Background: an optimization exercise with open tools, aiming at small area and a short achievable clock period. Do not read the settings as production practice.
Function not checked in this run: the RTL went through the layout flow alone.

==> flow/design.v <==
`timescale 1ns / 1ps
module add_sk #(
    parameter N = 16
)(
    input  wire [N-1:0] a,
    input  wire [N-1:0] b,
    input  wire         ci,
    output wire [N-1:0] s,
    output wire         co
);
    localparam L = (N > 1) ? $clog2(N) : 1;
    wire [N-1:0] p  = a ^ b;
    wire [N-1:0] g  = a & b;
    wire [N-1:0] g0 = {g[N-1:1], g[0] | (p[0] & ci)};
    wire [N-1:0] p0 = {p[N-1:1], 1'b0};
    genvar l, i;
    generate
        for (l = 0; l < L; l = l + 1) begin : lv
            wire [N-1:0] gi, pi, go, po;
            if (l == 0) begin : first
                assign gi = g0;
                assign pi = p0;
            end else begin : next
                assign gi = lv[l-1].go;
                assign pi = lv[l-1].po;
            end
            for (i = 0; i < N; i = i + 1) begin : bt
                if ((i >> l) & 1) begin : cmb
                    assign go[i] = gi[i] | (pi[i] & gi[((i >> l) << l) - 1]);
                    assign po[i] = pi[i] & pi[((i >> l) << l) - 1];
                end else begin : pas
                    assign go[i] = gi[i];
                    assign po[i] = pi[i];
                end
            end
        end
    endgenerate
    wire [N-1:0] gl = lv[L-1].go;
    wire [N-1:0] c  = {gl[N-2:0], ci};
    assign s  = p ^ c;
    assign co = gl[N-1];
endmodule
module interp_core (
    input  wire [4:0]  aone, atwo, aneg,
    input  wire [4:0]  bone, btwo, bneg,
    input  wire [16:0] S,
    input  wire [16:0] D,
    output wire [2:0]  c
);
    wire w0 = ((aone[0] & S[0]) ^ aneg[0]);
    wire w1 = (((aone[0] & S[1]) | (atwo[0] & S[0])) ^ aneg[0]);
    wire w2 = (((aone[0] & S[2]) | (atwo[0] & S[1])) ^ aneg[0]);
    wire w3 = (((aone[0] & S[3]) | (atwo[0] & S[2])) ^ aneg[0]);
    wire w4 = (((aone[0] & S[4]) | (atwo[0] & S[3])) ^ aneg[0]);
    wire w5 = (((aone[0] & S[5]) | (atwo[0] & S[4])) ^ aneg[0]);
    wire w6 = (((aone[0] & S[6]) | (atwo[0] & S[5])) ^ aneg[0]);
    wire w7 = (((aone[0] & S[7]) | (atwo[0] & S[6])) ^ aneg[0]);
    wire w8 = (((aone[0] & S[8]) | (atwo[0] & S[7])) ^ aneg[0]);
    wire w9 = (((aone[0] & S[9]) | (atwo[0] & S[8])) ^ aneg[0]);
    wire w10 = (((aone[0] & S[10]) | (atwo[0] & S[9])) ^ aneg[0]);
    wire w11 = (((aone[0] & S[11]) | (atwo[0] & S[10])) ^ aneg[0]);
    wire w12 = (((aone[0] & S[12]) | (atwo[0] & S[11])) ^ aneg[0]);
    wire w13 = (((aone[0] & S[13]) | (atwo[0] & S[12])) ^ aneg[0]);
    wire w14 = (((aone[0] & S[14]) | (atwo[0] & S[13])) ^ aneg[0]);
    wire w15 = (((aone[0] & S[15]) | (atwo[0] & S[14])) ^ aneg[0]);
    wire w16 = (((aone[0] & S[16]) | (atwo[0] & S[15])) ^ aneg[0]);
    wire w17 = ~(((aone[0] & S[16]) | (atwo[0] & S[16])) ^ aneg[0]);
    wire w18 = ((aone[1] & S[0]) ^ aneg[1]);
    wire w19 = (((aone[1] & S[1]) | (atwo[1] & S[0])) ^ aneg[1]);
    wire w20 = (((aone[1] & S[2]) | (atwo[1] & S[1])) ^ aneg[1]);
    wire w21 = (((aone[1] & S[3]) | (atwo[1] & S[2])) ^ aneg[1]);
    wire w22 = (((aone[1] & S[4]) | (atwo[1] & S[3])) ^ aneg[1]);
    wire w23 = (((aone[1] & S[5]) | (atwo[1] & S[4])) ^ aneg[1]);
    wire w24 = (((aone[1] & S[6]) | (atwo[1] & S[5])) ^ aneg[1]);
    wire w25 = (((aone[1] & S[7]) | (atwo[1] & S[6])) ^ aneg[1]);
    wire w26 = (((aone[1] & S[8]) | (atwo[1] & S[7])) ^ aneg[1]);
    wire w27 = (((aone[1] & S[9]) | (atwo[1] & S[8])) ^ aneg[1]);
    wire w28 = (((aone[1] & S[10]) | (atwo[1] & S[9])) ^ aneg[1]);
    wire w29 = (((aone[1] & S[11]) | (atwo[1] & S[10])) ^ aneg[1]);
    wire w30 = (((aone[1] & S[12]) | (atwo[1] & S[11])) ^ aneg[1]);
    wire w31 = (((aone[1] & S[13]) | (atwo[1] & S[12])) ^ aneg[1]);
    wire w32 = (((aone[1] & S[14]) | (atwo[1] & S[13])) ^ aneg[1]);
    wire w33 = (((aone[1] & S[15]) | (atwo[1] & S[14])) ^ aneg[1]);
    wire w34 = (((aone[1] & S[16]) | (atwo[1] & S[15])) ^ aneg[1]);
    wire w35 = ~(((aone[1] & S[16]) | (atwo[1] & S[16])) ^ aneg[1]);
    wire w36 = ((aone[2] & S[0]) ^ aneg[2]);
    wire w37 = (((aone[2] & S[1]) | (atwo[2] & S[0])) ^ aneg[2]);
    wire w38 = (((aone[2] & S[2]) | (atwo[2] & S[1])) ^ aneg[2]);
    wire w39 = (((aone[2] & S[3]) | (atwo[2] & S[2])) ^ aneg[2]);
    wire w40 = (((aone[2] & S[4]) | (atwo[2] & S[3])) ^ aneg[2]);
    wire w41 = (((aone[2] & S[5]) | (atwo[2] & S[4])) ^ aneg[2]);
    wire w42 = (((aone[2] & S[6]) | (atwo[2] & S[5])) ^ aneg[2]);
    wire w43 = (((aone[2] & S[7]) | (atwo[2] & S[6])) ^ aneg[2]);
    wire w44 = (((aone[2] & S[8]) | (atwo[2] & S[7])) ^ aneg[2]);
    wire w45 = (((aone[2] & S[9]) | (atwo[2] & S[8])) ^ aneg[2]);
    wire w46 = (((aone[2] & S[10]) | (atwo[2] & S[9])) ^ aneg[2]);
    wire w47 = (((aone[2] & S[11]) | (atwo[2] & S[10])) ^ aneg[2]);
    wire w48 = (((aone[2] & S[12]) | (atwo[2] & S[11])) ^ aneg[2]);
    wire w49 = (((aone[2] & S[13]) | (atwo[2] & S[12])) ^ aneg[2]);
    wire w50 = (((aone[2] & S[14]) | (atwo[2] & S[13])) ^ aneg[2]);
    wire w51 = (((aone[2] & S[15]) | (atwo[2] & S[14])) ^ aneg[2]);
    wire w52 = (((aone[2] & S[16]) | (atwo[2] & S[15])) ^ aneg[2]);
    wire w53 = ~(((aone[2] & S[16]) | (atwo[2] & S[16])) ^ aneg[2]);
    wire w54 = ((aone[3] & S[0]) ^ aneg[3]);
    wire w55 = (((aone[3] & S[1]) | (atwo[3] & S[0])) ^ aneg[3]);
    wire w56 = (((aone[3] & S[2]) | (atwo[3] & S[1])) ^ aneg[3]);
    wire w57 = (((aone[3] & S[3]) | (atwo[3] & S[2])) ^ aneg[3]);
    wire w58 = (((aone[3] & S[4]) | (atwo[3] & S[3])) ^ aneg[3]);
    wire w59 = (((aone[3] & S[5]) | (atwo[3] & S[4])) ^ aneg[3]);
    wire w60 = (((aone[3] & S[6]) | (atwo[3] & S[5])) ^ aneg[3]);
    wire w61 = (((aone[3] & S[7]) | (atwo[3] & S[6])) ^ aneg[3]);
    wire w62 = (((aone[3] & S[8]) | (atwo[3] & S[7])) ^ aneg[3]);
    wire w63 = (((aone[3] & S[9]) | (atwo[3] & S[8])) ^ aneg[3]);
    wire w64 = (((aone[3] & S[10]) | (atwo[3] & S[9])) ^ aneg[3]);
    wire w65 = (((aone[3] & S[11]) | (atwo[3] & S[10])) ^ aneg[3]);
    wire w66 = (((aone[3] & S[12]) | (atwo[3] & S[11])) ^ aneg[3]);
    wire w67 = (((aone[3] & S[13]) | (atwo[3] & S[12])) ^ aneg[3]);
    wire w68 = (((aone[3] & S[14]) | (atwo[3] & S[13])) ^ aneg[3]);
    wire w69 = (((aone[3] & S[15]) | (atwo[3] & S[14])) ^ aneg[3]);
    wire w70 = (((aone[3] & S[16]) | (atwo[3] & S[15])) ^ aneg[3]);
    wire w71 = ~(((aone[3] & S[16]) | (atwo[3] & S[16])) ^ aneg[3]);
    wire w72 = (aone[4] & S[0]);
    wire w73 = ((aone[4] & S[1]) | (atwo[4] & S[0]));
    wire w74 = ((aone[4] & S[2]) | (atwo[4] & S[1]));
    wire w75 = ((aone[4] & S[3]) | (atwo[4] & S[2]));
    wire w76 = ((aone[4] & S[4]) | (atwo[4] & S[3]));
    wire w77 = ((aone[4] & S[5]) | (atwo[4] & S[4]));
    wire w78 = ((aone[4] & S[6]) | (atwo[4] & S[5]));
    wire w79 = ((aone[4] & S[7]) | (atwo[4] & S[6]));
    wire w80 = ((aone[4] & S[8]) | (atwo[4] & S[7]));
    wire w81 = ((aone[4] & S[9]) | (atwo[4] & S[8]));
    wire w82 = ((aone[4] & S[10]) | (atwo[4] & S[9]));
    wire w83 = ((aone[4] & S[11]) | (atwo[4] & S[10]));
    wire w84 = ((aone[4] & S[12]) | (atwo[4] & S[11]));
    wire w85 = ((aone[4] & S[13]) | (atwo[4] & S[12]));
    wire w86 = ((aone[4] & S[14]) | (atwo[4] & S[13]));
    wire w87 = ((aone[4] & S[15]) | (atwo[4] & S[14]));
    wire w88 = ((aone[4] & S[16]) | (atwo[4] & S[15]));
    wire w89 = ~((aone[4] & S[16]) | (atwo[4] & S[16]));
    wire w90 = ((bone[0] & D[0]) ^ bneg[0]);
    wire w91 = (((bone[0] & D[1]) | (btwo[0] & D[0])) ^ bneg[0]);
    wire w92 = (((bone[0] & D[2]) | (btwo[0] & D[1])) ^ bneg[0]);
    wire w93 = (((bone[0] & D[3]) | (btwo[0] & D[2])) ^ bneg[0]);
    wire w94 = (((bone[0] & D[4]) | (btwo[0] & D[3])) ^ bneg[0]);
    wire w95 = (((bone[0] & D[5]) | (btwo[0] & D[4])) ^ bneg[0]);
    wire w96 = (((bone[0] & D[6]) | (btwo[0] & D[5])) ^ bneg[0]);
    wire w97 = (((bone[0] & D[7]) | (btwo[0] & D[6])) ^ bneg[0]);
    wire w98 = (((bone[0] & D[8]) | (btwo[0] & D[7])) ^ bneg[0]);
    wire w99 = (((bone[0] & D[9]) | (btwo[0] & D[8])) ^ bneg[0]);
    wire w100 = (((bone[0] & D[10]) | (btwo[0] & D[9])) ^ bneg[0]);
    wire w101 = (((bone[0] & D[11]) | (btwo[0] & D[10])) ^ bneg[0]);
    wire w102 = (((bone[0] & D[12]) | (btwo[0] & D[11])) ^ bneg[0]);
    wire w103 = (((bone[0] & D[13]) | (btwo[0] & D[12])) ^ bneg[0]);
    wire w104 = (((bone[0] & D[14]) | (btwo[0] & D[13])) ^ bneg[0]);
    wire w105 = (((bone[0] & D[15]) | (btwo[0] & D[14])) ^ bneg[0]);
    wire w106 = (((bone[0] & D[16]) | (btwo[0] & D[15])) ^ bneg[0]);
    wire w107 = (((bone[0] & D[16]) | (btwo[0] & D[16])) ^ bneg[0]);
    wire w108 = ~w107;
    wire w109 = ((bone[1] & D[0]) ^ bneg[1]);
    wire w110 = (((bone[1] & D[1]) | (btwo[1] & D[0])) ^ bneg[1]);
    wire w111 = (((bone[1] & D[2]) | (btwo[1] & D[1])) ^ bneg[1]);
    wire w112 = (((bone[1] & D[3]) | (btwo[1] & D[2])) ^ bneg[1]);
    wire w113 = (((bone[1] & D[4]) | (btwo[1] & D[3])) ^ bneg[1]);
    wire w114 = (((bone[1] & D[5]) | (btwo[1] & D[4])) ^ bneg[1]);
    wire w115 = (((bone[1] & D[6]) | (btwo[1] & D[5])) ^ bneg[1]);
    wire w116 = (((bone[1] & D[7]) | (btwo[1] & D[6])) ^ bneg[1]);
    wire w117 = (((bone[1] & D[8]) | (btwo[1] & D[7])) ^ bneg[1]);
    wire w118 = (((bone[1] & D[9]) | (btwo[1] & D[8])) ^ bneg[1]);
    wire w119 = (((bone[1] & D[10]) | (btwo[1] & D[9])) ^ bneg[1]);
    wire w120 = (((bone[1] & D[11]) | (btwo[1] & D[10])) ^ bneg[1]);
    wire w121 = (((bone[1] & D[12]) | (btwo[1] & D[11])) ^ bneg[1]);
    wire w122 = (((bone[1] & D[13]) | (btwo[1] & D[12])) ^ bneg[1]);
    wire w123 = (((bone[1] & D[14]) | (btwo[1] & D[13])) ^ bneg[1]);
    wire w124 = (((bone[1] & D[15]) | (btwo[1] & D[14])) ^ bneg[1]);
    wire w125 = (((bone[1] & D[16]) | (btwo[1] & D[15])) ^ bneg[1]);
    wire w126 = ~(((bone[1] & D[16]) | (btwo[1] & D[16])) ^ bneg[1]);
    wire w127 = ((bone[2] & D[0]) ^ bneg[2]);
    wire w128 = (((bone[2] & D[1]) | (btwo[2] & D[0])) ^ bneg[2]);
    wire w129 = (((bone[2] & D[2]) | (btwo[2] & D[1])) ^ bneg[2]);
    wire w130 = (((bone[2] & D[3]) | (btwo[2] & D[2])) ^ bneg[2]);
    wire w131 = (((bone[2] & D[4]) | (btwo[2] & D[3])) ^ bneg[2]);
    wire w132 = (((bone[2] & D[5]) | (btwo[2] & D[4])) ^ bneg[2]);
    wire w133 = (((bone[2] & D[6]) | (btwo[2] & D[5])) ^ bneg[2]);
    wire w134 = (((bone[2] & D[7]) | (btwo[2] & D[6])) ^ bneg[2]);
    wire w135 = (((bone[2] & D[8]) | (btwo[2] & D[7])) ^ bneg[2]);
    wire w136 = (((bone[2] & D[9]) | (btwo[2] & D[8])) ^ bneg[2]);
    wire w137 = (((bone[2] & D[10]) | (btwo[2] & D[9])) ^ bneg[2]);
    wire w138 = (((bone[2] & D[11]) | (btwo[2] & D[10])) ^ bneg[2]);
    wire w139 = (((bone[2] & D[12]) | (btwo[2] & D[11])) ^ bneg[2]);
    wire w140 = (((bone[2] & D[13]) | (btwo[2] & D[12])) ^ bneg[2]);
    wire w141 = (((bone[2] & D[14]) | (btwo[2] & D[13])) ^ bneg[2]);
    wire w142 = (((bone[2] & D[15]) | (btwo[2] & D[14])) ^ bneg[2]);
    wire w143 = (((bone[2] & D[16]) | (btwo[2] & D[15])) ^ bneg[2]);
    wire w144 = ~(((bone[2] & D[16]) | (btwo[2] & D[16])) ^ bneg[2]);
    wire w145 = ((bone[3] & D[0]) ^ bneg[3]);
    wire w146 = (((bone[3] & D[1]) | (btwo[3] & D[0])) ^ bneg[3]);
    wire w147 = (((bone[3] & D[2]) | (btwo[3] & D[1])) ^ bneg[3]);
    wire w148 = (((bone[3] & D[3]) | (btwo[3] & D[2])) ^ bneg[3]);
    wire w149 = (((bone[3] & D[4]) | (btwo[3] & D[3])) ^ bneg[3]);
    wire w150 = (((bone[3] & D[5]) | (btwo[3] & D[4])) ^ bneg[3]);
    wire w151 = (((bone[3] & D[6]) | (btwo[3] & D[5])) ^ bneg[3]);
    wire w152 = (((bone[3] & D[7]) | (btwo[3] & D[6])) ^ bneg[3]);
    wire w153 = (((bone[3] & D[8]) | (btwo[3] & D[7])) ^ bneg[3]);
    wire w154 = (((bone[3] & D[9]) | (btwo[3] & D[8])) ^ bneg[3]);
    wire w155 = (((bone[3] & D[10]) | (btwo[3] & D[9])) ^ bneg[3]);
    wire w156 = (((bone[3] & D[11]) | (btwo[3] & D[10])) ^ bneg[3]);
    wire w157 = (((bone[3] & D[12]) | (btwo[3] & D[11])) ^ bneg[3]);
    wire w158 = (((bone[3] & D[13]) | (btwo[3] & D[12])) ^ bneg[3]);
    wire w159 = (((bone[3] & D[14]) | (btwo[3] & D[13])) ^ bneg[3]);
    wire w160 = (((bone[3] & D[15]) | (btwo[3] & D[14])) ^ bneg[3]);
    wire w161 = (((bone[3] & D[16]) | (btwo[3] & D[15])) ^ bneg[3]);
    wire w162 = ~(((bone[3] & D[16]) | (btwo[3] & D[16])) ^ bneg[3]);
    wire w163 = ((bone[4] & D[0]) ^ bneg[4]);
    wire w164 = (((bone[4] & D[1]) | (btwo[4] & D[0])) ^ bneg[4]);
    wire w165 = (((bone[4] & D[2]) | (btwo[4] & D[1])) ^ bneg[4]);
    wire w166 = (((bone[4] & D[3]) | (btwo[4] & D[2])) ^ bneg[4]);
    wire w167 = (((bone[4] & D[4]) | (btwo[4] & D[3])) ^ bneg[4]);
    wire w168 = (((bone[4] & D[5]) | (btwo[4] & D[4])) ^ bneg[4]);
    wire w169 = (((bone[4] & D[6]) | (btwo[4] & D[5])) ^ bneg[4]);
    wire w170 = (((bone[4] & D[7]) | (btwo[4] & D[6])) ^ bneg[4]);
    wire w171 = (((bone[4] & D[8]) | (btwo[4] & D[7])) ^ bneg[4]);
    wire w172 = (((bone[4] & D[9]) | (btwo[4] & D[8])) ^ bneg[4]);
    wire w173 = (((bone[4] & D[10]) | (btwo[4] & D[9])) ^ bneg[4]);
    wire w174 = (((bone[4] & D[11]) | (btwo[4] & D[10])) ^ bneg[4]);
    wire w175 = (((bone[4] & D[12]) | (btwo[4] & D[11])) ^ bneg[4]);
    wire w176 = (((bone[4] & D[13]) | (btwo[4] & D[12])) ^ bneg[4]);
    wire w177 = (((bone[4] & D[14]) | (btwo[4] & D[13])) ^ bneg[4]);
    wire w178 = (((bone[4] & D[15]) | (btwo[4] & D[14])) ^ bneg[4]);
    wire w179 = (((bone[4] & D[16]) | (btwo[4] & D[15])) ^ bneg[4]);
    wire w180 = ~(((bone[4] & D[16]) | (btwo[4] & D[16])) ^ bneg[4]);
    wire hs0 = w6 ^ w22;
    wire hk0 = w6 & w22;
    wire hs1 = w7 ^ w23;
    wire hk1 = w7 & w23;
    wire s0 = w8 ^ w24 ^ w40;
    wire k0 = (w8 & w24) | (w40 & (w8 ^ w24));
    wire hs2 = w4 ^ w20;
    wire hk2 = w4 & w20;
    wire hs3 = w5 ^ w21;
    wire hk3 = w5 & w21;
    wire s1 = w38 ^ w54 ^ aneg[3];
    wire k1 = (w38 & w54) | (aneg[3] & (w38 ^ w54));
    wire s2 = w39 ^ w55 ^ hk0;
    wire k2 = (w39 & w55) | (hk0 & (w39 ^ w55));
    wire s3 = w56 ^ w72 ^ hk1;
    wire k3 = (w56 & w72) | (hk1 & (w56 ^ w72));
    wire hs4 = w2 ^ w18;
    wire hk4 = w2 & w18;
    wire hs5 = w3 ^ w19;
    wire hk5 = w3 & w19;
    wire s4 = w36 ^ aneg[2] ^ hs2;
    wire k4 = (w36 & aneg[2]) | (hs2 & (w36 ^ aneg[2]));
    wire s5 = w37 ^ hk2 ^ hs3;
    wire k5 = (w37 & hk2) | (hs3 & (w37 ^ hk2));
    wire s6 = hk3 ^ hs0 ^ s1;
    wire k6 = (hk3 & hs0) | (s1 & (hk3 ^ hs0));
    wire s7 = hs1 ^ k1 ^ s2;
    wire k7 = (hs1 & k1) | (s2 & (hs1 ^ k1));
    wire s8 = s0 ^ k2 ^ s3;
    wire k8 = (s0 & k2) | (s3 & (s0 ^ k2));
    wire hs6 = k0 ^ k3;
    wire hk6 = k0 & k3;
    wire hs7 = w96 ^ w113;
    wire hk7 = w96 & w113;
    wire hs8 = w97 ^ w114;
    wire hk8 = w97 & w114;
    wire s9 = w98 ^ w115 ^ w131;
    wire k9 = (w98 & w115) | (w131 & (w98 ^ w115));
    wire hs9 = w147 ^ w163;
    wire hk9 = w147 & w163;
    wire s10 = w99 ^ w116 ^ w132;
    wire k10 = (w99 & w116) | (w132 & (w99 ^ w116));
    wire hs10 = w148 ^ w164;
    wire hk10 = w148 & w164;
    wire hs11 = w94 ^ w111;
    wire hk11 = w94 & w111;
    wire hs12 = w95 ^ w112;
    wire hk12 = w95 & w112;
    wire s11 = w129 ^ w145 ^ bneg[3];
    wire k11 = (w129 & w145) | (bneg[3] & (w129 ^ w145));
    wire s12 = w130 ^ w146 ^ hk7;
    wire k12 = (w130 & w146) | (hk7 & (w130 ^ w146));
    wire s13 = bneg[4] ^ hk8 ^ hs9;
    wire k13 = (bneg[4] & hk8) | (hs9 & (bneg[4] ^ hk8));
    wire s14 = hk9 ^ hs10 ^ k9;
    wire k14 = (hk9 & hs10) | (k9 & (hk9 ^ hs10));
    wire hs13 = w92 ^ w109;
    wire hk13 = w92 & w109;
    wire hs14 = w93 ^ w110;
    wire hk14 = w93 & w110;
    wire s15 = w127 ^ bneg[2] ^ hs11;
    wire k15 = (w127 & bneg[2]) | (hs11 & (w127 ^ bneg[2]));
    wire s16 = w128 ^ hk11 ^ hs12;
    wire k16 = (w128 & hk11) | (hs12 & (w128 ^ hk11));
    wire s17 = hk12 ^ hs7 ^ s11;
    wire k17 = (hk12 & hs7) | (s11 & (hk12 ^ hs7));
    wire s18 = hs8 ^ k11 ^ s12;
    wire k18 = (hs8 & k11) | (s12 & (hs8 ^ k11));
    wire s19 = s9 ^ k12 ^ s13;
    wire k19 = (s9 & k12) | (s13 & (s9 ^ k12));
    wire s20 = s10 ^ k13 ^ s14;
    wire k20 = (s10 & k13) | (s14 & (s10 ^ k13));
    wire s21 = hk10 ^ k10 ^ k14;
    wire k21 = (hk10 & k10) | (k14 & (hk10 ^ k10));
    wire w181 = 1'b0 & 1'b0;
    wire w182 = w0 & aneg[0];
    wire w183 = w1 & 1'b0;
    wire w184 = hs4 & aneg[1];
    wire w185 = hk4 & hs5;
    wire w186 = hk5 & s4;
    wire w187 = k4 & s5;
    wire w188 = k5 & s6;
    wire w189 = k6 & s7;
    wire w190 = k7 & s8;
    wire w191 = 1'b0 | 1'b0;
    wire w192 = w0 | aneg[0];
    wire w193 = w1 | 1'b0;
    wire w194 = hs4 | aneg[1];
    wire w195 = hk4 | hs5;
    wire w196 = hk5 | s4;
    wire w197 = k4 | s5;
    wire w198 = k5 | s6;
    wire w199 = k6 | s7;
    wire w200 = k7 | s8;
    wire w201 = w182 | (w192 & w181);
    wire w202 = w192 & w191;
    wire w203 = w184 | (w194 & w183);
    wire w204 = w194 & w193;
    wire w205 = w186 | (w196 & w185);
    wire w206 = w196 & w195;
    wire w207 = w188 | (w198 & w187);
    wire w208 = w198 & w197;
    wire w209 = w190 | (w200 & w189);
    wire w210 = w200 & w199;
    wire w211 = w203 | (w204 & w201);
    wire w212 = w204 & w202;
    wire w213 = w207 | (w208 & w205);
    wire w214 = w208 & w206;
    wire w215 = w213 | (w214 & w211);
    wire w216 = w214 & w212;
    wire w217 = w209 | (w210 & w215);
    wire w218 = w210 & w216;
    wire w219 = w90 & bneg[0];
    wire w220 = w91 & 1'b0;
    wire w221 = hs13 & bneg[1];
    wire w222 = hk13 & hs14;
    wire w223 = hk14 & s15;
    wire w224 = k15 & s16;
    wire w225 = k16 & s17;
    wire w226 = k17 & s18;
    wire w227 = k18 & s19;
    wire w228 = k19 & s20;
    wire w229 = w90 | bneg[0];
    wire w230 = w91 | 1'b0;
    wire w231 = hs13 | bneg[1];
    wire w232 = hk13 | hs14;
    wire w233 = hk14 | s15;
    wire w234 = k15 | s16;
    wire w235 = k16 | s17;
    wire w236 = k17 | s18;
    wire w237 = k18 | s19;
    wire w238 = k19 | s20;
    wire w239 = w220 | (w230 & w219);
    wire w240 = w230 & w229;
    wire w241 = w222 | (w232 & w221);
    wire w242 = w232 & w231;
    wire w243 = w224 | (w234 & w223);
    wire w244 = w234 & w233;
    wire w245 = w226 | (w236 & w225);
    wire w246 = w236 & w235;
    wire w247 = w228 | (w238 & w227);
    wire w248 = w238 & w237;
    wire w249 = w241 | (w242 & w239);
    wire w250 = w242 & w240;
    wire w251 = w245 | (w246 & w243);
    wire w252 = w246 & w244;
    wire w253 = w251 | (w252 & w249);
    wire w254 = w252 & w250;
    wire w255 = w247 | (w248 & w253);
    wire w256 = w248 & w254;
    wire s22 = w9 ^ w25 ^ w41;
    wire k22 = (w9 & w25) | (w41 & (w9 ^ w25));
    wire hs15 = w57 ^ w73;
    wire hk15 = w57 & w73;
    wire hs16 = w10 ^ w26;
    wire hk16 = w10 & w26;
    wire s23 = hs15 ^ w100 ^ w117;
    wire k23 = (hs15 & w100) | (w117 & (hs15 ^ w100));
    wire s24 = w133 ^ w149 ^ w165;
    wire k24 = (w133 & w149) | (w165 & (w133 ^ w149));
    wire s25 = w42 ^ w58 ^ w74;
    wire k25 = (w42 & w58) | (w74 & (w42 ^ w58));
    wire s26 = hk15 ^ hs16 ^ w101;
    wire k26 = (hk15 & hs16) | (w101 & (hk15 ^ hs16));
    wire s27 = w118 ^ w134 ^ w150;
    wire k27 = (w118 & w134) | (w150 & (w118 ^ w134));
    wire s28 = w11 ^ w27 ^ w43;
    wire k28 = (w11 & w27) | (w43 & (w11 ^ w27));
    wire s29 = w59 ^ w75 ^ hk16;
    wire k29 = (w59 & w75) | (hk16 & (w59 ^ w75));
    wire hs17 = w102 ^ w119;
    wire hk17 = w102 & w119;
    wire s30 = w12 ^ w28 ^ w44;
    wire k30 = (w12 & w28) | (w44 & (w12 ^ w28));
    wire s31 = w60 ^ w76 ^ w103;
    wire k31 = (w60 & w76) | (w103 & (w60 ^ w76));
    wire s32 = w13 ^ w29 ^ w45;
    wire k32 = (w13 & w29) | (w45 & (w13 ^ w29));
    wire hs18 = w61 ^ w77;
    wire hk18 = w61 & w77;
    wire s33 = w14 ^ w30 ^ w46;
    wire k33 = (w14 & w30) | (w46 & (w14 ^ w30));
    wire hs19 = w62 ^ w78;
    wire hk19 = w62 & w78;
    wire s34 = w15 ^ w31 ^ w47;
    wire k34 = (w15 & w31) | (w47 & (w15 ^ w31));
    wire hs20 = w63 ^ w79;
    wire hk20 = w63 & w79;
    wire s35 = w16 ^ w32 ^ w48;
    wire k35 = (w16 & w32) | (w48 & (w16 ^ w32));
    wire hs21 = w64 ^ w80;
    wire hk21 = w64 & w80;
    wire s36 = w17 ^ w33 ^ w49;
    wire k36 = (w17 & w33) | (w49 & (w17 ^ w33));
    wire hs22 = w65 ^ w81;
    wire hk22 = w65 & w81;
    wire hs23 = w34 ^ w50;
    wire hk23 = w34 & w50;
    wire s37 = s22 ^ s23 ^ s24;
    wire k37 = (s22 & s23) | (s24 & (s22 ^ s23));
    wire hs24 = hs6 ^ k8;
    wire hk24 = hs6 & k8;
    wire s38 = w166 ^ k22 ^ s25;
    wire k38 = (w166 & k22) | (s25 & (w166 ^ k22));
    wire s39 = k23 ^ k24 ^ s26;
    wire k39 = (k23 & k24) | (s26 & (k23 ^ k24));
    wire hs25 = s27 ^ hk6;
    wire hk25 = s27 & hk6;
    wire s40 = w135 ^ w151 ^ w167;
    wire k40 = (w135 & w151) | (w167 & (w135 ^ w151));
    wire s41 = k25 ^ s28 ^ hs17;
    wire k41 = (k25 & s28) | (hs17 & (k25 ^ s28));
    wire s42 = k26 ^ k27 ^ s29;
    wire k42 = (k26 & k27) | (s29 & (k26 ^ k27));
    wire s43 = w120 ^ w136 ^ w152;
    wire k43 = (w120 & w136) | (w152 & (w120 ^ w136));
    wire s44 = w168 ^ k28 ^ s30;
    wire k44 = (w168 & k28) | (s30 & (w168 ^ k28));
    wire s45 = hk17 ^ k29 ^ s31;
    wire k45 = (hk17 & k29) | (s31 & (hk17 ^ k29));
    wire s46 = hs18 ^ w104 ^ w121;
    wire k46 = (hs18 & w104) | (w121 & (hs18 ^ w104));
    wire s47 = w137 ^ w153 ^ w169;
    wire k47 = (w137 & w153) | (w169 & (w137 ^ w153));
    wire s48 = k30 ^ s32 ^ k31;
    wire k48 = (k30 & s32) | (k31 & (k30 ^ s32));
    wire s49 = hk18 ^ hs19 ^ w105;
    wire k49 = (hk18 & hs19) | (w105 & (hk18 ^ hs19));
    wire s50 = w122 ^ w138 ^ w154;
    wire k50 = (w122 & w138) | (w154 & (w122 ^ w138));
    wire s51 = w170 ^ k32 ^ s33;
    wire k51 = (w170 & k32) | (s33 & (w170 ^ k32));
    wire s52 = hk19 ^ hs20 ^ w106;
    wire k52 = (hk19 & hs20) | (w106 & (hk19 ^ hs20));
    wire s53 = w123 ^ w139 ^ w155;
    wire k53 = (w123 & w139) | (w155 & (w123 ^ w139));
    wire s54 = w171 ^ k33 ^ s34;
    wire k54 = (w171 & k33) | (s34 & (w171 ^ k33));
    wire s55 = hk20 ^ hs21 ^ w107;
    wire k55 = (hk20 & hs21) | (w107 & (hk20 ^ hs21));
    wire s56 = w124 ^ w140 ^ w156;
    wire k56 = (w124 & w140) | (w156 & (w124 ^ w140));
    wire s57 = w172 ^ k34 ^ s35;
    wire k57 = (w172 & k34) | (s35 & (w172 ^ k34));
    wire s58 = hk21 ^ hs22 ^ w108;
    wire k58 = (hk21 & hs22) | (w108 & (hk21 ^ hs22));
    wire s59 = w125 ^ w141 ^ w157;
    wire k59 = (w125 & w141) | (w157 & (w125 ^ w141));
    wire s60 = w173 ^ k35 ^ s36;
    wire k60 = (w173 & k35) | (s36 & (w173 ^ k35));
    wire s61 = w66 ^ w82 ^ hk22;
    wire k61 = (w66 & w82) | (hk22 & (w66 ^ w82));
    wire s62 = hs23 ^ w126 ^ w142;
    wire k62 = (hs23 & w126) | (w142 & (hs23 ^ w126));
    wire s63 = w158 ^ w174 ^ k36;
    wire k63 = (w158 & w174) | (k36 & (w158 ^ w174));
    wire s64 = w35 ^ w51 ^ w67;
    wire k64 = (w35 & w51) | (w67 & (w35 ^ w51));
    wire s65 = w83 ^ hk23 ^ w143;
    wire k65 = (w83 & hk23) | (w143 & (w83 ^ hk23));
    wire hs26 = w159 ^ w175;
    wire hk26 = w159 & w175;
    wire s66 = w52 ^ w68 ^ w84;
    wire k66 = (w52 & w68) | (w84 & (w52 ^ w68));
    wire hs27 = w144 ^ w160;
    wire hk27 = w144 & w160;
    wire hs28 = w53 ^ w69;
    wire hk28 = w53 & w69;
    wire s67 = s37 ^ hs24 ^ k20;
    wire k67 = (s37 & hs24) | (k20 & (s37 ^ hs24));
    wire s68 = s38 ^ hs25 ^ k37;
    wire k68 = (s38 & hs25) | (k37 & (s38 ^ hs25));
    wire hs29 = s39 ^ hk24;
    wire hk29 = s39 & hk24;
    wire s69 = s40 ^ k38 ^ hk25;
    wire k69 = (s40 & k38) | (hk25 & (s40 ^ k38));
    wire s70 = s41 ^ k39 ^ s42;
    wire k70 = (s41 & k39) | (s42 & (s41 ^ k39));
    wire s71 = k40 ^ s43 ^ k41;
    wire k71 = (k40 & s43) | (k41 & (k40 ^ s43));
    wire s72 = s44 ^ k42 ^ s45;
    wire k72 = (s44 & k42) | (s45 & (s44 ^ k42));
    wire s73 = k43 ^ s46 ^ s47;
    wire k73 = (k43 & s46) | (s47 & (k43 ^ s46));
    wire s74 = k44 ^ s48 ^ k45;
    wire k74 = (k44 & s48) | (k45 & (k44 ^ s48));
    wire s75 = k46 ^ k47 ^ s49;
    wire k75 = (k46 & k47) | (s49 & (k46 ^ k47));
    wire s76 = s50 ^ s51 ^ k48;
    wire k76 = (s50 & s51) | (k48 & (s50 ^ s51));
    wire s77 = k49 ^ k50 ^ s52;
    wire k77 = (k49 & k50) | (s52 & (k49 ^ k50));
    wire s78 = s53 ^ k51 ^ s54;
    wire k78 = (s53 & k51) | (s54 & (s53 ^ k51));
    wire s79 = k52 ^ k53 ^ s55;
    wire k79 = (k52 & k53) | (s55 & (k52 ^ k53));
    wire s80 = s56 ^ k54 ^ s57;
    wire k80 = (s56 & k54) | (s57 & (s56 ^ k54));
    wire s81 = k55 ^ k56 ^ s58;
    wire k81 = (k55 & k56) | (s58 & (k55 ^ k56));
    wire s82 = s59 ^ k57 ^ s60;
    wire k82 = (s59 & k57) | (s60 & (s59 ^ k57));
    wire s83 = k58 ^ k59 ^ s61;
    wire k83 = (k58 & k59) | (s61 & (k58 ^ k59));
    wire s84 = s62 ^ k60 ^ s63;
    wire k84 = (s62 & k60) | (s63 & (s62 ^ k60));
    wire s85 = s64 ^ hs26 ^ k61;
    wire k85 = (s64 & hs26) | (k61 & (s64 ^ hs26));
    wire s86 = k62 ^ k63 ^ s65;
    wire k86 = (k62 & k63) | (s65 & (k62 ^ k63));
    wire s87 = w176 ^ k64 ^ s66;
    wire k87 = (w176 & k64) | (s66 & (w176 ^ k64));
    wire s88 = hk26 ^ hs27 ^ k65;
    wire k88 = (hk26 & hs27) | (k65 & (hk26 ^ hs27));
    wire s89 = w85 ^ hs28 ^ w161;
    wire k89 = (w85 & hs28) | (w161 & (w85 ^ hs28));
    wire s90 = w177 ^ k66 ^ hk27;
    wire k90 = (w177 & k66) | (hk27 & (w177 ^ k66));
    wire s91 = w70 ^ w86 ^ hk28;
    wire k91 = (w70 & w86) | (hk28 & (w70 ^ w86));
    wire hs30 = w162 ^ w178;
    wire hk30 = w162 & w178;
    wire hs31 = w71 ^ w87;
    wire hk31 = w71 & w87;
    wire hs32 = s21 ^ w217;
    wire hk32 = s21 & w217;
    wire s92 = k21 ^ hs29 ^ s68;
    wire k92 = (k21 & hs29) | (s68 & (k21 ^ hs29));
    wire s93 = hk29 ^ s69 ^ k68;
    wire k93 = (hk29 & s69) | (k68 & (hk29 ^ s69));
    wire s94 = k69 ^ s71 ^ k70;
    wire k94 = (k69 & s71) | (k70 & (k69 ^ s71));
    wire s95 = s73 ^ k71 ^ k72;
    wire k95 = (s73 & k71) | (k72 & (s73 ^ k71));
    wire s96 = k73 ^ s75 ^ k74;
    wire k96 = (k73 & s75) | (k74 & (k73 ^ s75));
    wire s97 = k75 ^ s77 ^ k76;
    wire k97 = (k75 & s77) | (k76 & (k75 ^ s77));
    wire s98 = k77 ^ s79 ^ k78;
    wire k98 = (k77 & s79) | (k78 & (k77 ^ s79));
    wire s99 = k79 ^ s81 ^ k80;
    wire k99 = (k79 & s81) | (k80 & (k79 ^ s81));
    wire s100 = k81 ^ s83 ^ k82;
    wire k100 = (k81 & s83) | (k82 & (k81 ^ s83));
    wire s101 = k83 ^ s85 ^ k84;
    wire k101 = (k83 & s85) | (k84 & (k83 ^ s85));
    wire s102 = s87 ^ k85 ^ s88;
    wire k102 = (s87 & k85) | (s88 & (s87 ^ k85));
    wire s103 = s89 ^ k87 ^ s90;
    wire k103 = (s89 & k87) | (s90 & (s89 ^ k87));
    wire s104 = hs30 ^ k89 ^ s91;
    wire k104 = (hs30 & k89) | (s91 & (hs30 ^ k89));
    wire s105 = hs31 ^ w179 ^ hk30;
    wire k105 = (hs31 & w179) | (hk30 & (hs31 ^ w179));
    wire hs33 = w88 ^ hk31;
    wire hk33 = w88 & hk31;
    wire hs34 = s67 ^ hs32;
    wire hk34 = s67 & hs32;
    wire s106 = k67 ^ s92 ^ hk32;
    wire k106 = (k67 & s92) | (hk32 & (k67 ^ s92));
    wire s107 = s70 ^ k92 ^ s93;
    wire k107 = (s70 & k92) | (s93 & (s70 ^ k92));
    wire s108 = s72 ^ k93 ^ s94;
    wire k108 = (s72 & k93) | (s94 & (s72 ^ k93));
    wire s109 = s74 ^ k94 ^ s95;
    wire k109 = (s74 & k94) | (s95 & (s74 ^ k94));
    wire s110 = s76 ^ k95 ^ s96;
    wire k110 = (s76 & k95) | (s96 & (s76 ^ k95));
    wire s111 = s78 ^ k96 ^ s97;
    wire k111 = (s78 & k96) | (s97 & (s78 ^ k96));
    wire s112 = s80 ^ k97 ^ s98;
    wire k112 = (s80 & k97) | (s98 & (s80 ^ k97));
    wire s113 = s82 ^ k98 ^ s99;
    wire k113 = (s82 & k98) | (s99 & (s82 ^ k98));
    wire s114 = s84 ^ k99 ^ s100;
    wire k114 = (s84 & k99) | (s100 & (s84 ^ k99));
    wire s115 = s86 ^ k100 ^ s101;
    wire k115 = (s86 & k100) | (s101 & (s86 ^ k100));
    wire s116 = k86 ^ s102 ^ k101;
    wire k116 = (k86 & s102) | (k101 & (k86 ^ s102));
    wire s117 = k88 ^ s103 ^ k102;
    wire k117 = (k88 & s103) | (k102 & (k88 ^ s103));
    wire s118 = k90 ^ s104 ^ k103;
    wire k118 = (k90 & s104) | (k103 & (k90 ^ s104));
    wire s119 = k91 ^ s105 ^ k104;
    wire k119 = (k91 & s105) | (k104 & (k91 ^ s105));
    wire s120 = w180 ^ hs33 ^ k105;
    wire k120 = (w180 & hs33) | (k105 & (w180 ^ hs33));
    wire hs35 = w89 ^ hk33;
    wire hk35 = w89 & hk33;
    wire w257 = hs34 & w255;
    wire w258 = hk34 & s106;
    wire w259 = k106 & s107;
    wire w260 = k107 & s108;
    wire w261 = k108 & s109;
    wire w262 = k109 & s110;
    wire w263 = k110 & s111;
    wire w264 = k111 & s112;
    wire w265 = k112 & s113;
    wire w266 = k113 & s114;
    wire w267 = k114 & s115;
    wire w268 = k115 & s116;
    wire w269 = k116 & s117;
    wire w270 = k117 & s118;
    wire w271 = k118 & s119;
    wire w272 = hs34 | w255;
    wire w273 = hk34 | s106;
    wire w274 = k106 | s107;
    wire w275 = k107 | s108;
    wire w276 = k108 | s109;
    wire w277 = k109 | s110;
    wire w278 = k110 | s111;
    wire w279 = k111 | s112;
    wire w280 = k112 | s113;
    wire w281 = k113 | s114;
    wire w282 = k114 | s115;
    wire w283 = k115 | s116;
    wire w284 = k116 | s117;
    wire w285 = k117 | s118;
    wire w286 = k118 | s119;
    wire w287 = w258 | (w273 & w257);
    wire w288 = w273 & w272;
    wire w289 = w260 | (w275 & w259);
    wire w290 = w275 & w274;
    wire w291 = w262 | (w277 & w261);
    wire w292 = w277 & w276;
    wire w293 = w264 | (w279 & w263);
    wire w294 = w279 & w278;
    wire w295 = w266 | (w281 & w265);
    wire w296 = w281 & w280;
    wire w297 = w268 | (w283 & w267);
    wire w298 = w283 & w282;
    wire w299 = w270 | (w285 & w269);
    wire w300 = w285 & w284;
    wire w301 = w289 | (w290 & w287);
    wire w302 = w290 & w288;
    wire w303 = w293 | (w294 & w291);
    wire w304 = w294 & w292;
    wire w305 = w297 | (w298 & w295);
    wire w306 = w298 & w296;
    wire w307 = w271 | (w286 & w299);
    wire w308 = w286 & w300;
    wire w309 = w303 | (w304 & w301);
    wire w310 = w304 & w302;
    wire w311 = w307 | (w308 & w305);
    wire w312 = w308 & w306;
    wire w313 = w311 | (w312 & w309);
    wire w314 = w312 & w310;
    wire [2:0] ra = {hk35, k120, k119};
    wire [2:0] rb = {1'b0, hs35, s120};
    wire [2:0] c0 = ra + rb + 3'd4;
    wire [2:0] c1 = ra + rb + 3'd5;
    assign c = w313 ? c1 : c0;
endmodule
`timescale 1ns / 1ps
module interp_chan (
    input  wire               clk,
    input  wire               rst,
    input  wire signed [15:0] x_in,
    input  wire [4:0]         aone, atwo, aneg,    
    input  wire [4:0]         bone, btwo, bneg,    
    output wire signed [15:0] x_interp
);
    reg signed [15:0] x3, x2, x1;    
    reg signed [15:0] h;             
    reg signed [16:0] S;             
    reg signed [16:0] D;             
    reg        [2:0]  c;
    always @(posedge clk or posedge rst) begin
        if (rst)
            x3 <= 16'sd0;
        else
            x3 <= x_in;
    end
    wire [15:0] inh = {x_in[15], x_in[15:1]};
    wire [15:0] x2h = {x2[15], x2[15:1]};
    wire        hci = x_in[0] | ~x2[0];
    wire [15:0] h_n;
    wire [16:0] zm, s_n, d_n;
    wire [2:0]  c_n;
    add_sk #(16) u_h (.a(inh), .b(~x2h), .ci(hci), .s(h_n), .co());
    add_sk #(17) u_z (.a({h[15], h}), .b(~{x2h[15], x2h}), .ci(1'b0), .s(zm), .co());
    add_sk #(17) u_s (.a(zm), .b({inh[15], inh}), .ci(hci), .s(s_n), .co());
    add_sk #(17) u_d (.a({x3[15], x3}), .b(~{x2[15], x2}), .ci(1'b1), .s(d_n), .co());
    interp_core u_core (.aone(aone), .atwo(atwo), .aneg(aneg),
                        .bone(bone), .btwo(btwo), .bneg(bneg),
                        .S(S), .D(D), .c(c_n));
    always @(posedge clk) begin
        x2 <= x3;
        x1 <= x2;
        h  <= h_n;
        S  <= s_n;
        D  <= d_n;
        c  <= c_n;
    end
    add_sk #(16) u_i (.a(x1), .b({{13{c[2]}}, c}), .ci(1'b0), .s(x_interp), .co());
endmodule
`timescale 1ns / 1ps
module QPSK_Symbol_Timing_Sync_Top #(
    parameter DATA_WIDTH   = 16,
    parameter MU_WIDTH     = 10,
    parameter MU_FRAC      = 9,
    parameter COEFF_WIDTH  = 16,
    parameter ACC_WIDTH    = 32
)(
    input  wire                         clk,
    input  wire                         rst,
    input  wire signed [DATA_WIDTH-1:0] I_in,
    input  wire signed [DATA_WIDTH-1:0] Q_in,
    output wire signed [DATA_WIDTH-1:0] I_out,
    output wire signed [DATA_WIDTH-1:0] Q_out,
    output reg                          valid_out
);
    reg        [9:0]  mu;
    reg signed [10:0] mu_sum;
    reg               uf;
    reg signed [9:0]  vk;        
    wire [9:0]  mu_next = {mu_sum[10] & ~mu_sum[9], mu_sum[8:0]};
    wire [10:0] mu_half = {1'b0, mu} + 11'd256;
    wire [10:0] ms_n;
    add_sk #(11) u_ms (.a(mu_half), .b({vk[9], vk}), .ci(1'b0), .s(ms_n), .co());
    always @(posedge clk or posedge rst) begin
        if (rst) begin
            mu     <= 10'd154;
            mu_sum <= 11'sd0;
            uf     <= 1'b0;
        end else begin
            mu_sum <= ms_n;
            uf     <= mu_sum[10] | mu_sum[9];
            mu     <= mu_next;
        end
    end
    wire [10:0] mx = {mu, 1'b0};
    wire [4:0]  bone, btwo, bneg;
    genvar k;
    generate for (k = 0; k < 5; k = k + 1) begin : benc
        assign bneg[k] = mx[2*k+2];
        assign bone[k] = mx[2*k+1] ^ mx[2*k];
        assign btwo[k] = (mx[2*k+2] & ~mx[2*k+1] & ~mx[2*k]) | (~mx[2*k+2] & mx[2*k+1] & mx[2*k]);
    end endgenerate
    wire signed [9:0]  musn = mu_next;
    wire        [18:0] mu2n = musn * musn;
    wire        [9:0]  q    = mu2n[18:9];            
    wire        [10:0] qx   = {q, 1'b0};
    reg  [4:0] aone, atwo, aneg;
    integer j;
    always @(posedge clk) begin
        for (j = 0; j < 4; j = j + 1) begin
            aneg[j] <= qx[2*j+2];
            aone[j] <= qx[2*j+1] ^ qx[2*j];
            atwo[j] <= (qx[2*j+2] & ~qx[2*j+1] & ~qx[2*j]) | (~qx[2*j+2] & qx[2*j+1] & qx[2*j]);
        end
        aneg[4] <= 1'b0;
        aone[4] <= q[8] ^ q[7];
        atwo[4] <= q[9] | (q[8] & q[7]);
    end
    wire signed [15:0] I_interp, Q_interp;
    interp_chan u_chi (.clk(clk), .rst(rst), .x_in(I_in),
                       .aone(aone), .atwo(atwo), .aneg(aneg),
                       .bone(bone), .btwo(btwo), .bneg(bneg), .x_interp(I_interp));
    interp_chan u_chq (.clk(clk), .rst(rst), .x_in(Q_in),
                       .aone(aone), .atwo(atwo), .aneg(aneg),
                       .bone(bone), .btwo(btwo), .bneg(bneg), .x_interp(Q_interp));
    reg signed [15:0] i_d1;      
    reg               s2p, s2n;  
    reg signed [15:0] e_k;
    reg signed [15:0] q_o;
    reg        [2:0]  cnt;       
    wire now_p = ~I_interp[15] & (|I_interp);
    wire now_n = I_interp[15];
    wire d_two  = (now_p & s2n) | (now_n & s2p);
    wire d_one  = ((now_p | now_n) & ~s2p & ~s2n) | (~now_p & ~now_n & (s2p | s2n));
    wire d_neg  = (now_n & ~s2n) | (~now_p & ~now_n & s2p);
    wire [15:0] e_mag = d_two ? {i_d1[14:0], 1'b0} : (d_one ? i_d1 : 16'd0);
    wire [15:0] e_n;
    add_sk #(16) u_e (.a(e_mag ^ {16{d_neg}}), .b(16'd0), .ci(d_neg), .s(e_n), .co());
    always @(posedge clk) begin
        i_d1 <= I_interp;
        q_o  <= Q_interp;
        s2p  <= ~i_d1[15] & (|i_d1);
        s2n  <= i_d1[15];
        e_k  <= e_n;
    end
    always @(posedge clk or posedge rst) begin
        if (rst)
            cnt <= 3'd0;
        else if (cnt != 3'd7)
            cnt <= cnt + 3'd1;
    end
    wire zcted_valid = (cnt == 3'd7);
    reg signed [15:0] e_k_zs;
    reg               zs_valid;
    always @(posedge clk)
        e_k_zs <= (uf & zcted_valid) ? e_k : 16'sd0;
    always @(posedge clk or posedge rst) begin
        if (rst)
            zs_valid <= 1'b0;
        else
            zs_valid <= uf | e_k_zs[0];
    end
    reg  [28:0] integ;           
    wire [28:0] integ_n;
    wire [25:0] vsum;
    add_sk #(29) u_int (.a(integ), .b({{13{e_k_zs[15]}}, e_k_zs}), .ci(1'b0), .s(integ_n), .co());
    add_sk #(26) u_v   (.a(integ[28:3]), .b({{10{e_k_zs[15]}}, e_k_zs}), .ci(1'b0), .s(vsum), .co());
    always @(posedge clk or posedge rst) begin
        if (rst) begin
            integ <= 29'd0;
            vk    <= 10'sd0;
        end else if (zs_valid) begin
            integ <= integ_n;
            vk    <= vsum[25:16];
        end
    end
    always @(posedge clk or posedge rst) begin
        if (rst)
            valid_out <= 1'b0;
        else
            valid_out <= uf;
    end
    assign I_out = i_d1;
    assign Q_out = q_o;
endmodule
==> flow/run.sh <==
#!/bin/bash
# synth_recipe.tcl (not shown) runs the flow's synth.tcl, then flattens the netlist and writes it again
# the make line also repeats each setting of config.mk as NAME=value (left out here)
make -C /OpenROAD-flow-scripts/flow DESIGN_CONFIG=/design/flow/config.mk WORK_HOME=/design/flow/orfs CLKGATE_MAP_FILE= SYNTH_SCRIPT=/design/flow/synth_recipe.tcl finish
==> flow/config.mk <==
export PLATFORM = sky130hd
export DESIGN_NAME = QPSK_Symbol_Timing_Sync_Top
export DESIGN_NICKNAME = QPSK_Symbol_Timing_Sync_Top
export VERILOG_FILES = /design/flow/design.v
export SDC_FILE = /design/flow/constraint.sdc
export NUM_CORES = 4
export LEC_CHECK = 0
export CAP_MARGIN = 20
export CORE_MARGIN = 2
export CORE_UTILIZATION = 40
export SLEW_MARGIN = 20
==> flow/constraint.sdc <==
create_clock -name core_clock -period 14.0 [get_ports {clk}]
set_input_delay 2.8000 -clock core_clock [delete_from_list [all_inputs] [get_ports {clk}]]
set_output_delay 2.8000 -clock core_clock [all_outputs]
set_load 0.01 [all_outputs]
==> flow_metrics.tcl <==
set metrics [dict create \
    grt_pass1_vias 27700 \
    drc_errors 0 \
    postSynth.asyncResetShare_pct 28.2 \
    crit_path_frequent_cell "fa_1" \
    via_count 28000 \
    worst_pin_slew_ns 1.01 \
    rows 110 \
    num_io_pins 67 \
    path_class "reg -> reg" \
    nets 4642 \
    hold_path.class "reg -> reg" \
    clk_latency_ns 0.59 \
    wl_per_cell_microns 17.7 \
    grt_max_degree 78 \
    dieArea_sq_um 92700 \
    firstDrtPassIters 6 \
    ctsLongestPathBuffers 3 \
    period_needed_ns 7.19 \
    htreeDepth 2 \
    startpoint_type "register" \
    clock_sinks 348 \
    hpwl_mm 65.3 \
    grt_pass1_wl_mm 150 \
    synthFlopType "dfxtp_1" \
    viasPerCell 5.45 \
    dieHeight_microns 305 \
    ctsResizeCount 0 \
    crit_fanout 34 \
    crit_required_ns 14.43 \
    ys_ff_latch 348 \
    drive_gt1_share_pct 4.65 \
    grt-ovfl-total 0 \
    drv_slew 0 \
    ant_nets 0 \
    core_area_sq_um 89700 \
    status "finished clean" \
    rsz0062_at_grt "false" \
    fmax_mhz 139 \
    path_clk_slew_ns 0.07 \
    arrival_ns 7.62 \
    syn_nets 4782 \
    synth_area_per_cell_sq_um 8.90 \
    mostFrequentLayoutCells "546 x inv_1, 366 x fa_1, 321 x ha_1, 309 x nor2_1, 245 x dfxtp_1" \
    antenna_found_initial 2 \
    cpPeakStageDelay_ns 0.87 \
    synth.distinct_cells 92 \
    finalHoldViolations 0 \
    port_buffers 66 \
    synth_edf_count 0 \
    syn_to_final_growth_pct 7.73 \
    maxCapViolCount 0 \
    grt_usage_pct 19.8 \
    hold_buffers 0 \
    cts-root-buf "clkbuf_16" \
    finalSetupViolations 0 \
    crit_chain "buf_4 > clkinv_1 > ha_1 > mux2_2 > a22oi_1 > xnor2_1 > fa_1 > inv_1 > fa_1 > inv_1 > fa_1 > inv_1 > fa_1 > inv_1 > fa_1 > nand3_1 > o21ai_0 > a311oi_1 > o2111ai_1 > and3_1 > nor4b_1 > a311oi_1" \
    wirelength_mm 90.7 \
    synth_cells 4061 \
    yosys_warnings 2 \
    layout_commonest_cell "inv_1" \
    die_x_microns 305 \
    fin_crit_sh_pct 51.4 \
    postCtsSetupBuffers 0 \
    relSlewSlack_pct 32.2 \
    drt_iter0_markers 2044 \
    cp-end-kind "register" \
    holdWs_ns 0.351 \
    ys_seq_area_share_pct 20.7 \
    gp_congestion 0.856 \
    synth_area_sq_um 36100 \
    cts_buffers 41 \
    slowest_stage "clkinv_1" \
    start_util_pct 40.3 \
    finalSetupTns_ns 0 \
    diodes 0 \
    cts_tree "yes" \
    fin_skew_ns 0.0351 \
]
layer usage:
layer  vias up  global-route usage (%)  wire length (microns)
li1      13500                       -                      -
met1     13600                    27.0                  40900
met2       751                    33.2                  42800
met3       115                    2.57                   5080
met4         0                    4.86                   2020
met5         -                       0                      0
per-stage QoR:
stage | area, sq um | worst slack (ns) | utilization [%] | instances
after floorplan | 36100 | 8.12 | - | 4061
after global placement | 37500 | 6.95 | 41.8 | 5054
after detailed placement | 37500 | 6.89 | 41.8 | 5054
after CTS | 38900 | 6.86 | 43.4 | 5130
after global routing | 38900 | 6.33 | 43.4 | 5130
final | 38900 | 6.81 | 43.4 | 5130
final timing paths:
path	cells after the start	endpoint	slack [ns]	start
min in group asynchronous	2	valid_out$_DFF_PP0_	2.62	rst
worst min register to register	0	u_chq.x1[14]$_DFF_P_	0.35	u_chq.x2[14]$_DFF_P_
max in group asynchronous	3	mu[2]$_DFF_PP0_	9.97	rst
worst min-delay path	0	u_chq.x1[14]$_DFF_P_	0.35	u_chq.x2[14]$_DFF_P_
worst max-delay path	22	u_chi.c[0]$_DFF_P_	6.81	mu[9]$_DFF_PP0_
worst max register to register	22	u_chi.c[0]$_DFF_P_	6.81	mu[9]$_DFF_PP0_
cell type report:
class,instances,area (sq um)
Fill cell,8854,50800
Multi-Input combinational cell,2869,25500
Sequential cell,348,7470
Inverter,551,2070
Tap cell,1176,1470
Clock buffer,56,1140
Timing Repair Buffer,110,991
Clock inverter,20,264
cells in the mapped netlist (31+ instances only):
master    instances  area (sq um)
a22o_1           31           272
buf_1            31           116
dfxtp_1         250          5000
clkbuf_1        261           980
fa_1            366          7330
o21ai_0         136           681
nand2_1         159           597
nor3_1           65           325
a21o_1           32           240
a22oi_1         209          1570
dfrtp_1          94          2350
ha_1            321          4020
inv_1           547          2050
a21oi_1         181           906
xor2_1           98           858
o21a_1           56           420
nor2_1          312          1170
nor2b_1          41           257
xnor2_1         240          2100
nand2b_1         35           219
nand3_1          53           265
and2_1           48           300
a221oi_1         70           613
o22ai_1          92           576
critical path: cells and delay by family, from the launching register on:
kind | cells | cell delay [ns]
fa+ha+maj | 6 | 2.60
buf+inv | 6 | 1.57
compound gates | 5 | 1.19
simple gates | 3 | 0.62
mux | 1 | 0.58
flops | 1 | 0.32
xor+xnor | 1 | 0.11
cell families (layout without fill, tap and decap cells):
group | count (synthesis) | after routing | share of synthesized area (%)
XOR/XNOR | 340 | 340 | 8.32
buffers and inverters | 844 | 737 | 8.78
AND/OR/NAND/NOR | 803 | 803 | 10.5
adder cells (fa/ha/maj) | 705 | 705 | 31.9
multiplexers | 48 | 48 | 1.50
AO/OA/AOI/OAI | 973 | 973 | 18.4
flip-flops | 348 | 348 | 20.7
state kept, by name, indices dropped and copies added, names as in the netlist, 17 cells and up:
name and flops:
integ 29, u_chi.D 17, u_chi.S 17, u_chq.D 17, u_chq.S 17

-- afterwards: timing with drivers on the ports --
Ports are ideal in the flow. The routed layout listed here was re-timed in OpenROAD.
Step 1: set_driving_cell puts a clkbuf_16 on clk and a buf_2 on each other input, an assumption about the parent block.
Step 2 also shifts input and output timing later by t, the mid clock arrival at the registers, as if the neighbouring blocks saw the same clock.
Slacks: ideal / step 1 / step 2; pairs: ideal / step 1.
shift t [ns]: 0.641
setup slack, ns: 6.811 / 6.811 / 6.811
hold slack, ns: 0.351 / 0.351 / 0.351
worst setup path at the end: register to register
worst register clock-pin slew, ns: 0.07 / 0.07
After both steps this run still meets setup and hold. For this run, drivers alone change the setup slack by 0.000 ns; drivers and shift together by 0.000 ns.
